Source: an optimization exercise on an open RTL-to-GDS flow (aim: small area). Production flows keep margins and buffers that such runs may drop.
In this exercise RTL edits were held to simulation tests only and were not proved equivalent to the original.
Power figures rest on the tool's default switching activity, not on a simulated workload.

===== flow/run.sh =====
#!/bin/bash
# synth_recipe.tcl (not shown) runs the flow's synth.tcl, then flattens the netlist and writes it again
# the make line also repeats each setting of config.mk as NAME=value (left out here)
make -C /OpenROAD-flow-scripts/flow DESIGN_CONFIG=/design/flow/config.mk WORK_HOME=/design/flow/orfs CLKGATE_MAP_FILE= SYNTH_SCRIPT=/design/flow/synth_recipe.tcl finish

===== flow/config.mk =====
export PLATFORM = sky130hd
export DESIGN_NAME = i2c
export DESIGN_NICKNAME = i2c
export VERILOG_FILES = /design/flow/design.v
export SDC_FILE = /design/flow/constraint.sdc
export NUM_CORES = 4
export LEC_CHECK = 0
export CAP_MARGIN = 20
export CORE_MARGIN = 2
export CORE_UTILIZATION = 40
export PLACE_DENSITY = 0.6
export SLEW_MARGIN = 20

===== flow/constraint.sdc =====
create_clock -name core_clock -period 10.0 [get_ports {clk}]
set_input_delay 2.0000 -clock core_clock [delete_from_list [all_inputs] [get_ports {clk}]]
set_output_delay 2.0000 -clock core_clock [all_outputs]
set_load 0.01 [all_outputs]

===== flow/design.v =====
module i2c_slave
    #(
        parameter ADDR_BYTES = 1,
        parameter DATA_BYTES = 2,
        parameter REG_ADDR_WIDTH = 8 * ADDR_BYTES,
        parameter REG_DATA_WIDTH = 8 * DATA_BYTES
    )(
        input  clk,         
        input  reset,       
	    input  enable,
        input  open_drain,  
        input  data_size,
        input  sda_in,     
        output sda_out,    
        output sda_oen,    
        input  scl_in,     
        output scl_out,    
        output scl_oen,    
        input [6:0] chip_addr,   
        input [8 * DATA_BYTES - 1:0] data_in,     
        output reg write_en,     
        output reg [REG_ADDR_WIDTH - 1:0] reg_addr,   
        output reg [8 * DATA_BYTES - 1:0] data_out,   
        output reg done,
        output reg busy
    );
    localparam s_idle   = 0,
              s_shift   = 1,
              s_write   = 2,
              s_send    = 3,
              s_ack     = 4,
              s_ack2    = 5,
              s_chk_ack = 6;
    reg [7:0] sr;    
    reg [REG_DATA_WIDTH - 1:0] sr_send;
    reg [1:0] reg_bytes;
    reg [1:0] addr_bytes;
    reg [1:0] scl_count;
    reg [11:0] clk_count;
    reg sda_reg, oen_reg;
    reg writing, reading, continuing;
    reg rw_bit;
    reg nack;
    reg [6:0] chip_addr_reg;
    wire [7:0] word;
    wire [REG_DATA_WIDTH - 1:0] word_exp;
    wire [REG_ADDR_WIDTH + 8 - 1:0] reg_addr_sh;
    reg  sda_s, scl_s, sda_ss, scl_ss;
    wire scl_rising, scl_falling, sda_rising, sda_falling;
    (* syn_encoding = "safe" *)
    reg [2:0] state;
    assign scl_oen = 1'b1;
    assign scl_out = 1'b0;
    assign sda_oen = oen_reg;
    assign sda_out = sda_reg;
    assign word = {sr[6:0], sda_s};
    assign word_exp = word;
    assign reg_addr_sh = {reg_addr, word};
    assign scl_rising  =  scl_s && ~scl_ss;
    assign scl_falling = ~scl_s &&  scl_ss;
    assign sda_rising  =  sda_s && ~sda_ss;
    assign sda_falling = ~sda_s &&  sda_ss;
    always @(posedge clk) begin
        if (~reset | ~enable) begin
            state       <= s_idle;
            scl_s       <= 1'b1;
            scl_ss      <= 1'b1;
            sda_s       <= 1'b1;
            sda_ss      <= 1'b1;
            sda_reg     <= 1'b1;
            oen_reg     <= 1'b1;
            reg_bytes   <= 1'b0;
            addr_bytes  <= 1'b0;
            sr          <= 8'h01;
            data_out    <= 1'b0;
            reg_addr    <= 1'b0;
            write_en    <= 1'b0;
            rw_bit      <= 1'b0;
            sr_send     <= 1'b0;
            nack        <= 1'b0;
            done        <= 1'b0;
            busy        <= 1'b0;
            chip_addr_reg <= 7'h00;
        end
        else begin
            scl_s         <= scl_in;
            scl_ss        <= scl_s;
            sda_s         <= sda_in;
            sda_ss        <= sda_s;
            chip_addr_reg <= chip_addr;
            if (scl_ss && sda_falling) begin
                state       <= s_shift;
                sda_reg     <= open_drain ? 1'b0 : 1'b1;
                oen_reg     <= 1'b1;
                reg_bytes   <= 1'b0;
                addr_bytes  <= 1'b0;
                sr          <= 8'h01;
                write_en    <= 1'b0;
                busy        <= 1'b1;
                done        <= 1'b0;
            end
            else if (scl_ss && sda_rising) begin
                state    <= s_idle;
                sda_reg  <= open_drain ? 1'b0 : 1'b1;
                oen_reg  <= 1'b1;
                write_en <= 1'b0;
                done     <= busy ? 1'b1 : 1'b0;
            end
            else begin
                case (state)
                    s_idle: begin
                        sda_reg     <= open_drain ? 1'b0 : 1'b1;
                        oen_reg     <= 1'b1;
                        reg_bytes   <= 1'b0;
                        addr_bytes  <= 1'b0;
                        sr          <= 8'h01;
                        write_en    <= 1'b0;
                        busy        <= 1'b0;
                        done        <= 1'b0;
                    end
                    s_shift: begin
                        sda_reg <= open_drain ? 1'b0 : 1'b1;
                        oen_reg <= 1'b1;
                        if (scl_rising) begin
                            sr <= word;
                            if (sr[7]) begin
                                if (addr_bytes <= ADDR_BYTES) begin
                                    addr_bytes <= addr_bytes + 1'b1;
                                    if (addr_bytes == 2'b00) begin
                                        if (word[7:1] != chip_addr_reg) begin
                                            state <= s_idle;
                                            done  <= 1'b1;
                                        end
                                        else begin
                                            state   <= s_ack;
                                            rw_bit  <= word[0];
                                            if (data_size) begin
                                                sr_send <= data_in;
                                            end else begin
                                                sr_send <= {data_in[7:0], 8'b0};
                                            end
                                        end
                                    end
                                    else begin
                                        state    <= s_ack;
                                        reg_addr <= reg_addr_sh[REG_ADDR_WIDTH - 1:0];
                                    end
                                end
                                else begin
                                    data_out <= (data_out << 8) | word_exp;
                                    if (reg_bytes == data_size) begin
                                        state      <= s_write;
                                        write_en   <= 1'b1;
                                        reg_bytes  <= reg_bytes - data_size;
                                    end
                                    else begin
                                        state      <= s_ack;
                                        reg_bytes  <= reg_bytes + 1'b1;
                                    end
                                end
                            end
                        end
                    end
                    s_write: begin
                        state    <= s_ack;
                        sda_reg  <= open_drain ? 1'b0 : 1'b1;
                        oen_reg  <= 1'b1;
                        reg_addr <= reg_addr + 1'b1;
                        write_en <= 1'b0;
                    end
                    s_send: begin
                        if (scl_falling) begin
                            sr <= word;
                            if (sr[7]) begin
                                state     <= s_chk_ack;
                                sda_reg   <= open_drain ? 1'b0 : 1'b1;
                                oen_reg   <= 1'b1;
                                reg_bytes <= reg_bytes + 1'b1;
                                if (reg_bytes == data_size) begin
                                    reg_addr  <= reg_addr + 1'b1;
                                    reg_bytes <= 1'b0;
                                end
                            end
                            else begin
                                sda_reg <= open_drain ? 1'b0 : sr_send[REG_DATA_WIDTH - 1];
                                oen_reg <= open_drain ? sr_send[REG_DATA_WIDTH - 1] : 1'b0;
                                sr_send <= sr_send << 1;
                            end
                        end
                    end
                    s_ack: begin
                        write_en <= 0;
                        if (~scl_ss) begin
                            state   <= s_ack2;
                            sda_reg <= 1'b0;
                            oen_reg <= 1'b0;
                            if (rw_bit && (reg_bytes == 0)) begin
                                if (data_size) begin
                                    sr_send <= data_in;
                                end else begin
                                    sr_send <= {data_in[7:0], 8'b0};
                                end
                            end
                        end
                    end
                    s_ack2: begin
                        sr <= 8'h01;
                        write_en <= 0;
                        if (scl_falling) begin
                            if (rw_bit) begin
                                state   <= s_send;
                                sda_reg <= open_drain ? 1'b0 : sr_send[REG_DATA_WIDTH - 1];
                                oen_reg <= open_drain ? sr_send[REG_DATA_WIDTH - 1] : 1'b0;
                                sr_send <= sr_send << 1;
                            end
                            else begin
                                state   <= s_shift;
                                sda_reg <= open_drain ? 1'b0 : 1'b1;
                                oen_reg <= 1'b1;
                            end
                        end
                    end
                    s_chk_ack: begin
                        sr <= 8'h01;
                        if (scl_rising) begin
                            nack <= sda_s;
                        end
                        if (scl_falling) begin
                            if (nack) begin
                                state   <= s_idle;
                                sda_reg <= open_drain ? 1'b0 : 1'b1;
                                oen_reg <= 1'b1;
                                done    <= 1'b1;
                            end
                            else begin
                                state   <= s_send;
                                sda_reg <= open_drain ? 1'b0 : sr_send[REG_DATA_WIDTH - 1];
                                oen_reg <= open_drain ? sr_send[REG_DATA_WIDTH - 1] : 1'b0;
                                sr_send <= sr_send << 1;
                            end
                        end
                    end
                endcase
            end
        end
    end
endmodule
module i2c_master
    #(
        parameter ADDR_BYTES = 1,
        parameter DATA_BYTES = 2,
        parameter ST_WIDTH = 1 + ADDR_BYTES + DATA_BYTES,
        parameter REG_ADDR_WIDTH = 8 * ADDR_BYTES
    )(
        input  clk,             
        input  reset,           
        input  [11:0] clk_div,  
	    input  enable,
        input open_drain,  
        input  data_size,
        input  sda_in,     
        output sda_out,    
        output sda_oen,    
        input  scl_in,     
        output scl_out,    
        output scl_oen,    
        input [6:0] chip_addr,  
        input [REG_ADDR_WIDTH - 1:0] reg_addr,  
        input write_en,     
        input write_mode,   
        input read_en,      
        output reg [8 * DATA_BYTES - 1:0] data_out,    
        input [8 * DATA_BYTES - 1:0] data_in,          
        output reg [ST_WIDTH - 1:0] status,
        output reg done,
        output reg busy
    );
    localparam SR_WIDTH = 8 * ST_WIDTH;
    localparam s_idle         = 0,
               s_start_write  = 1,
               s_start_read   = 2,
               s_stop         = 3,
               s_shift_out    = 4,
               s_shift_in     = 5,
               s_send_ack     = 6,
               s_send_nack    = 7,
               s_rcv_ack      = 8;
    reg [SR_WIDTH-1:0] sr;    
    reg [5:0] sr_count;       
    wire [2:0] byte_count;
    reg [1:0] scl_count;
    reg [11:0] clk_count;
    reg sda_reg, oen_reg, sda_s, scl_s;
    reg writing, reading, in_prog;
    (* syn_encoding = "safe" *)
    reg [3:0] state;
    assign sda_out = sda_reg;
    assign sda_oen = oen_reg;
    assign scl_out = open_drain ? 1'b0 : scl_count[1];
    assign scl_oen = open_drain ? scl_count[1] : 1'b0;
    assign byte_count = sr_count[5:3];
    always @ (posedge clk) begin
        if (~reset | ~enable) begin
            state     <= s_idle;
            sda_s     <= 1'b1;
            scl_s     <= 1'b1;
            sda_reg   <= 1'b1;
            oen_reg   <= 1'b1;
            sr_count  <= 6'b00_0000;
            sr        <= 24'hFFF;
            writing   <= 1'b1;
            reading   <= 1'b0;
            in_prog   <= 1'b0;
            status    <= 1'b0;
            done      <= 1'b0;
            busy      <= 1'b0;
            data_out  <= 1'b0;
            scl_count <= 2'b10;
            clk_count <= 12'b0000_0000_0000;
        end
        else begin
            sda_s <= sda_in;
            scl_s <= scl_in;
            if (state == s_idle) begin
                done <= 1'b0;
                sr_count <= 6'b00_0000;
                if (~write_mode) begin
                    in_prog <= 1'b0;
                    if (in_prog) begin
                        state <= s_stop;
                        sda_reg <= 1'b0;
                        oen_reg <= 1'b0;
                    end
                    else begin
                        sda_reg <= open_drain ? 1'b0 : 1'b1;
                        oen_reg <= 1'b1;
                        clk_count <= 0;
                    end
                end
                if (in_prog) begin
                    scl_count <= 2'b00;
                    if (data_size) begin
                        sr <= {data_in, {SR_WIDTH - 8 * DATA_BYTES{1'b0}}};
                    end else begin
                        sr <= {data_in[7:0], {SR_WIDTH - 8 {1'b0}}};
                    end
                end
                else begin
                    scl_count <= 2'b10;
                    if (ADDR_BYTES == 0) begin
                        sr <= {chip_addr, 1'b0, data_in};
                    end
                    else begin
                        if (data_size) begin
                            sr <= {chip_addr, 1'b0, reg_addr, data_in};
                        end else begin
                            sr <= {chip_addr, 1'b0, reg_addr, data_in[7:0], {8'b0}};
                        end
                    end
                end
                if (write_en) begin
                    state   <= in_prog ? s_shift_out : s_start_write;
                    writing <= 1'b1;
                    status  <= 1'b0;
                    busy    <= 1'b1;
                end
                else if (read_en) begin
                    state    <= ADDR_BYTES == 0 ? s_start_read : s_start_write;
                    writing  <= 1'b0;
                    reading  <= 1'b0;
                    status   <= 1'b0;
                    busy     <= 1'b1;
                end
                else begin
                    busy     <= 1'b0;
                end
            end
            else begin
                if (clk_count == clk_div) begin
                    clk_count <= 2'b00;
                    scl_count <= scl_count + 1'b1;
                    case (state)
                        s_start_write: begin
                            state   <= s_shift_out;
                            sda_reg <= 1'b0;
                            oen_reg <= 1'b0;
                        end
                        s_start_read: begin
                            if (scl_count == 2'b10) begin
                                state    <= s_shift_out;
                                sda_reg  <= 1'b0;
                                oen_reg  <= 1'b0;
                                sr       <= {chip_addr, 1'b1, reg_addr, {8 * DATA_BYTES{1'b0}}};
                                sr_count <= 6'b00_0000;
                                reading  <= 1'b1;
                            end
                        end
                        s_stop: begin
                            if (scl_count == 2'b10) begin
                                state   <= s_idle;
                                sda_reg <= open_drain ? 1'b0 : 1'b1;
                                oen_reg <= 1'b1;
                                done    <= 1'b1;
                            end
                        end
                        s_shift_out: begin
                            if (scl_count == 2'b00) begin
                                if ((sr_count[2:0]) == 3'b000 && (|sr_count)) begin
                                    state   <= s_rcv_ack;
                                    sda_reg <= open_drain ? 1'b0 : 1'b1;
                                    oen_reg <= 1'b1;
                                end
                                else begin
                                    sda_reg  <= open_drain ? 1'b0 : sr[SR_WIDTH - 1];
                                    oen_reg  <= open_drain ? sr[SR_WIDTH - 1] : 1'b0;
                                    sr       <= {sr[SR_WIDTH - 2:0], 1'b1};
                                    sr_count <= sr_count + 1'b1;
                                end
                            end
                        end
                        s_shift_in: begin
                            if (scl_count == 2'b00) begin
                                if (sr_count == 8 * (data_size + 2)) begin
                                    state   <= s_send_nack;
                                    sda_reg <= open_drain ? 1'b0 : 1'b1;
                                    oen_reg <= 1'b1;
                                end
                                else if (sr_count[2:0] == 3'b000) begin
                                    state   <= s_send_ack;
                                    sda_reg <= 1'b0;
                                    oen_reg <= 1'b0;
                                end
                            end
                            else if (scl_count == 2'b01) begin
                                data_out <= {data_out[8 * DATA_BYTES - 2:0], sda_s};
                                sda_reg  <= open_drain ? 1'b0 : 1'b1;
                                oen_reg  <= 1'b1;
                                sr_count <= sr_count + 1'b1;
                            end
                        end
                        s_send_ack: begin
                            if (scl_count == 2'b00) begin
                                state   <= s_shift_in;
                                sda_reg <= open_drain ? 1'b0 : 1'b1;
                                oen_reg <= 1'b1;
                            end
                            else if (scl_count == 2'b01) begin
                                status <= {status[ST_WIDTH - 2:0], sda_s};
                            end
                        end
                        s_send_nack: begin
                            if (scl_count == 2'b00) begin
                                state   <= s_stop;
                                sda_reg <= 1'b0;
                                oen_reg <= 1'b0;
                            end
                            else begin
                                sda_reg <= open_drain ? 1'b0 : 1'b1;
                                oen_reg <= 1'b1;
                            end
                        end
                        s_rcv_ack: begin
                            if (scl_count == 2'b00) begin
                                if (writing && ((byte_count == data_size + ADDR_BYTES + 2 && ~in_prog) || (byte_count == data_size + 1 && in_prog))) begin
                                    if (write_mode) begin
                                        state   <= s_idle;
                                        in_prog <= 1'b1;
                                        done    <= 1'b1;
                                    end else begin
                                        state   <= s_stop;
                                        sda_reg <= 1'b0;
                                        oen_reg <= 1'b0;
                                    end
                                end
                                else if (~writing && ~reading && (byte_count == ADDR_BYTES + 1)) begin
                                    state <= s_start_read;
                                end
                                else if (~writing && reading) begin
                                    state <= s_shift_in;
                                end
                                else begin
                                    state    <= s_shift_out;
                                    sda_reg  <= open_drain ? 1'b0 : sr[SR_WIDTH - 1];
                                    oen_reg  <= open_drain ? sr[SR_WIDTH - 1] : 1'b0;
                                    sr       <= {sr[SR_WIDTH - 2:0], 1'b1};
                                    sr_count <= sr_count + 1'b1;
                                end
                            end
                            else if (scl_count == 2'b01) begin
                                status <= {status[ST_WIDTH - 2:0], sda_s};
                            end
                        end
                    endcase
                end
                else begin
                    if (scl_count[1] == 1'b0 || scl_s == 1'b1) begin
                        clk_count <= clk_count + 1'b1;
                    end
                end
            end
        end
    end
endmodule
module i2c
    #(
        parameter ADDR_BYTES = 1,
        parameter DATA_BYTES = 2,
        parameter ST_WIDTH = 1 + ADDR_BYTES + DATA_BYTES,
        parameter REG_ADDR_WIDTH = 8 * ADDR_BYTES,
        parameter REG_DATA_WIDTH = 8 * DATA_BYTES
    )(
        input enable,           
        input  clk,             
        input  reset,           
        input  [11:0] clk_div,  
        input  open_drain,      
        input  data_size,       
        input [6:0] chip_addr,                         
        input [REG_ADDR_WIDTH - 1:0] reg_addr,         
        input write_en,                                
        input write_mode,                              
        input read_en,                                 
        output [ST_WIDTH - 1:0] status,
        input [6:0]  chip_id,                           
        output [REG_ADDR_WIDTH - 1:0] slave_reg_addr,   
        output slave_write_en,                          
        input [8 * DATA_BYTES - 1:0] data_in1,          
        input [8 * DATA_BYTES - 1:0] data_in0,          
        output reg [8 * DATA_BYTES - 1:0] data_out1,        
        output reg [8 * DATA_BYTES - 1:0] data_out0,        
        output done,
        output busy,
        input  sda_in,     
        output sda_out,    
        output sda_oen,    
        input  scl_in,     
        output scl_out,    
        output scl_oen     
        );
	    reg i2c_count_write;
	    reg i2c_count_read;
	    reg write_en_pulse;
	    reg read_en_pulse;
        wire master_sda_out;
        wire slave_sda_out;
        wire master_sda_oen;
        wire slave_sda_oen;
        wire master_scl_out;
        wire slave_scl_out;
        wire master_scl_oen;
        wire slave_scl_oen;
        wire [8 * DATA_BYTES - 1:0] master_data_out;
        wire [8 * DATA_BYTES - 1:0] slave_data_out;
        wire master_done;
        wire slave_done;
        wire master_busy;
        wire slave_busy;
        wire [8 * DATA_BYTES - 1:0] data_in;
        wire [8 * DATA_BYTES - 1:0] data_out;
        i2c_master #(
        .ADDR_BYTES     (ADDR_BYTES),
        .DATA_BYTES     (DATA_BYTES),
        .ST_WIDTH       (ST_WIDTH),
        .REG_ADDR_WIDTH (REG_ADDR_WIDTH)
        ) i2c_master (
            .clk        (clk),
            .reset      (reset),
            .clk_div    (clk_div),
            .open_drain (open_drain),
            .data_size  (data_size),
	        .enable	    (enable),
            .chip_addr  (chip_addr),
            .reg_addr   (reg_addr),
            .data_in    (data_in),
            .write_en   (write_en_pulse),
            .write_mode (write_mode),
            .read_en    (read_en_pulse),
            .status     (status),
            .done       (master_done),
            .busy       (master_busy),
            .data_out   (master_data_out),
            .sda_in     (sda_in),
            .scl_in     (scl_in),
            .sda_out    (master_sda_out),
            .sda_oen    (master_sda_oen),
            .scl_out    (master_scl_out),
            .scl_oen    (master_scl_oen)
        );
        i2c_slave #(
        .ADDR_BYTES     (ADDR_BYTES),
        .DATA_BYTES     (DATA_BYTES),
        .REG_ADDR_WIDTH (REG_ADDR_WIDTH),
        .REG_DATA_WIDTH (REG_DATA_WIDTH)
        ) i2c_slave (
            .clk        (clk),
            .reset      (reset),
	        .enable 	(~enable),
            .open_drain (open_drain),
            .data_size  (data_size),
            .chip_addr  (chip_id),
            .reg_addr   (slave_reg_addr),
            .data_in    (data_in),
            .write_en   (slave_write_en),
            .data_out   (slave_data_out),
            .done       (slave_done),
            .busy       (slave_busy),
            .sda_in     (sda_in),
            .scl_in     (scl_in),
            .sda_out    (slave_sda_out),
            .sda_oen    (slave_sda_oen),
            .scl_out    (slave_scl_out),
            .scl_oen    (slave_scl_oen)
        );
        assign sda_out = enable ? master_sda_out : slave_sda_out;
        assign sda_oen = enable ? master_sda_oen : slave_sda_oen;
        assign scl_out = enable ? master_scl_out : slave_scl_out;
        assign scl_oen = enable ? master_scl_oen : slave_scl_oen;
        assign data_out = enable ? master_data_out : slave_data_out;
        assign done = enable ? master_done : slave_done;
        assign busy = enable ? master_busy : slave_busy;
        assign data_in = (enable || (slave_reg_addr == 8'h00)) ? data_in0 : data_in1;
        reg  capture_q;
        wire capture = slave_write_en || master_done;
        always @ (posedge clk) begin
            if (~reset) begin
                capture_q <= 1'b0;
                data_out0 <= 0;
                data_out1 <= 0;
            end else begin
                capture_q <= capture;
                if (capture && ~capture_q) begin
                    if ((slave_reg_addr == 8'h00) || enable) begin
                        data_out0 <= data_out;
                    end else if (slave_reg_addr == 8'h01) begin
                        data_out1 <= data_out;
                    end
                end
            end
        end
        always @ (posedge clk) begin
		    if (~reset) begin
			    i2c_count_write <= 0;
			    write_en_pulse <= 0;
		    end
		    else if (write_en == 1) begin
			    if (i2c_count_write == 0) begin
				    write_en_pulse <= 1; 
				    i2c_count_write <= 1;
			        end
			    else begin
				    write_en_pulse <= 0; 
			    end 
		    end	
		    else begin
			    i2c_count_write <= 0;
			    write_en_pulse <= 0; 
		    end
    	end
	    always @ (posedge clk) begin
		    if (~reset) begin
			    i2c_count_read <= 0;
			    read_en_pulse <= 0;
		    end
		    else if (read_en == 1) begin
			    if (i2c_count_read == 0) begin
				    read_en_pulse <= 1; 
				    i2c_count_read <= 1;
			    end
			else begin
				    read_en_pulse <= 0; 
			    end 
		    end	
		    else begin
			    i2c_count_read <= 0;
			    read_en_pulse <= 0; 
		    end
    	end
endmodule

==> reports/metrics.yaml <==
routing:
  via_count: 9298
  drcViolationCount: 0
  drt-initial-drc-count: 958
  drtPass1Iterations: 5
  post_drt_wl_per_cell_um: 17.0
  vias_per_cell: 5.60
  ant_nets: 0
  wl_um: 28200
grt:
  grt_pass1_vias: 8513
  grt_overflow: 0
  grt_max_degree: 43
  grtUsageTotal_pct: 21.1
  grt_pass1_wl_um: 45700
  antenna_found_initial: 0
synth:
  synth_cells: 1262
  synth_top_area_share_pct: 38.0
  synth_warnings: 3
  synth.most_common_cell: "dfxtp_1"
  yosys.cell_types.count: 79
  yosys_register_bits: 195
  synth_area_um2: 10300
  synth_edf_count: 0
  netlist_top_cells_count: "195 x dfxtp_1, 176 x nand2_1, 100 x nor2_1"
  yosysSeqAreaShare_pct: 38.0
  async_reset_ff_share_pct: 0
  syn_nets: 1351
  syn_area_per_cell_um2: 8.14
  ys.flop_type: "dfxtp_1"
  yosysTopAreaCell: "dfxtp_1"
  synthTopCellsByArea: "dfxtp_1 38%, nand2_1 6.4%, mux2i_1 6.2%"
sta:
  final.setup.worst_slack_ns: 4.25
  finalCriticalPeriod_ns: 5.75
  rsz0062_at_grt: "false"
  slew_headroom_pct: 25.8
  finalCritPeriodShare_pct: 57.5
  clock_skew_ns: 0.0120
  hold_violations: 0
  slew_violations: 0
  worst_pin_slew_ns: 1.11
  fmax_mhz: 174
  setup_viol: 0
  fin_setup_tns_ns: 0
floorplanning:
  dieHeight_um: 164
  die_x_um: 164
  initial_core_util_pct: 40.8
  io_pins: 127
  core_um2: 25200
  rows: 58
  design.die.area_um2: 27000
cts:
  post-cts-setup-buffer-count: 0
  clk_pin_slew_ns: 0.08
  ctsResizeCount: 0
  cts_num_sinks: 195
  h-tree-depth: 4
  cts_buffer_depth: 2
  clockRootBuffer: "clkbuf_16"
  ctsHoldBuffers: 0
  cts_tree: "built"
  clk_latency_ns: 0.44
  numCtsBuffers: 17
layout:
  syn_to_final_growth_pct: 19.8
  nets: 1407
  fin_util_pct: 48.9
  seq_area_um2: 3900
  largest_register_ffs: 32
  multiInputGateArea_um2: 5860
  fillers: 2475
  antennaDiodeCount: 0
  drive_gt1_share_pct: 7.29
  largest_register: "i2c_master.sr"
power:
  p_leak_nw: 4.90
  powerDensity_nw_per_um2: 198
  finalPower_mw: 2.43
  ir_worst_vdd_v: 0.000217
critical_path:
  crit_buf_inv: 3
  start_kind: "input port"
  end_kind: "primary output"
  cpPeakStageDelay_ns: 0.48
  cp.arrival_ns: 3.75
  path_delay_family: "buffers and inverters"
  crit_fanout: 27
  crit_slowest_cell: "clkdlybuf4s50_1"
  criticalPathCategory: "input port to primary output"
  path_cells: "clkdlybuf4s50_1 -> buf_4 -> mux2_2 -> clkdlybuf4s50_1"
  path_common_cell: "clkdlybuf4s50_1"
  required_ns: 8.00
status:
  status: "timing/DRC/antenna clean"
hold_path:
  min_path_type: "register to register"
placement:
  hpwl_um: 19500
  gp_congestion: 0.886
  io_buffers: 126
  post-place-ws_ns: 4.25
flow_run:
  cap_violations: 0
worst register-to-register path, delay by kind of cell, from the launching register on:
family | cells | cell delay [ns]
DFF | 1 | 0.88
AOI/OAI and AO/OA | 4 | 1.39
and+or+nand+nor | 2 | 0.92
cell type report:
| class | instances | share of cell area (%) |
|---|---|---|
| Tap cell | 330 | 3.35 |
| Multi-Input combinational cell | 936 | 47.6 |
| Timing Repair Buffer | 143 | 11.3 |
| Inverter | 25 | 0.762 |
| Clock inverter | 15 | 1.83 |
| Sequential cell | 195 | 31.7 |
| Clock buffer | 17 | 3.45 |
cells by family after synthesis:
group	count (synthesis)	share of synthesized area, %
xor+xnor	26	2.22
buf+inv	131	5.44
fa+ha+maj	13	1.58
compound gates	332	21.8
mux	78	7.77
simple gates	487	23.2
flops	195	38.0
per-stage QoR:
step / hold slack [ns] / area [um2] / std cells
finish: 0.389 / 12300 / 1661
global route: 0.408 / 12300 / 1661
CTS: 0.391 / 12300 / 1659
detailed placement: 0.376 / 11600 / 1627
global placement: 0.379 / 11600 / 1627
floorplan: 0.367 / 10300 / 1262
report_power, final:
part | leakage (nW) | switching [mW] | internal [mW]
combinational | 3.01 | 0.496 | 0.294
sequential | 1.58 | 0.0725 | 0.837
clock | 0.311 | 0.363 | 0.370
metal layers:
metal | track usage [%] | part of all wire [%]
met5 | 0 | 0
met3 | 2.95 | 4.2
met1 | 30.9 | 49
met4 | 4.90 | 1.2
met2 | 32.9 | 45
layout by cell type (no fill, tap or decap), types with 7 or more instances in the layout:
master,instances
clkinv_8,7
nor3_1,10
or4_1,10
nor2_1,100
and2_1,14
xor2_1,23
o21ai_0,58
nor2b_1,17
a21oi_1,81
mux2_2,14
nand2b_1,28
a22oi_1,8
nand4_1,8
buf_4,16
a31o_2,8
o211a_1,33
dfxtp_1,195
and3_1,11
a22o_1,8
or3_1,11
a31oi_1,19
nand2_1,176
o21ai_1,28
mux2i_1,64
o221ai_1,8
ha_1,13
inv_1,24
clkdlybuf4s50_1,125
a221oi_1,15
nand3_1,53
clkbuf_16,17
nor3b_1,9
path summary, 6_finish.rpt:
| check | endpoint | start | slack, ns | depth (start not counted) |
|---|---|---|---|---|
| hold reg to reg | write_en_pulse | i2c_count_write | 0.39 | 1 |
| setup reg to reg | i2c_master.sr[28] | i2c_master.state[0] | 6.74 | 6 |
| hold / removal | write_en_pulse | i2c_count_write | 0.39 | 1 |
| setup / recovery | sda_oen | enable | 4.25 | 4 |

-- re-timing with driven ports --
How much do the figures lean on ideal ports? The routed layout below was timed once more, with nothing changed but the port constraints.
Step 1: set_driving_cell puts a clkbuf_16 on clk and a buf_2 on each other input, an assumption about the parent block.
Step 2 also shifts input and output timing later by t, the mid clock arrival at the registers, as if the neighbouring blocks saw the same clock.
a / b / c = ideal ports / drivers / drivers and shift; a / b = the first two.
t (ns): 0.479
setup slack, ns: 4.252 / 4.230 / 4.230
pins driven straight from the clock port: 1
After both steps this run still meets setup and hold. For this run, drivers alone change the setup slack by -0.022 ns; drivers and shift together by -0.022 ns.
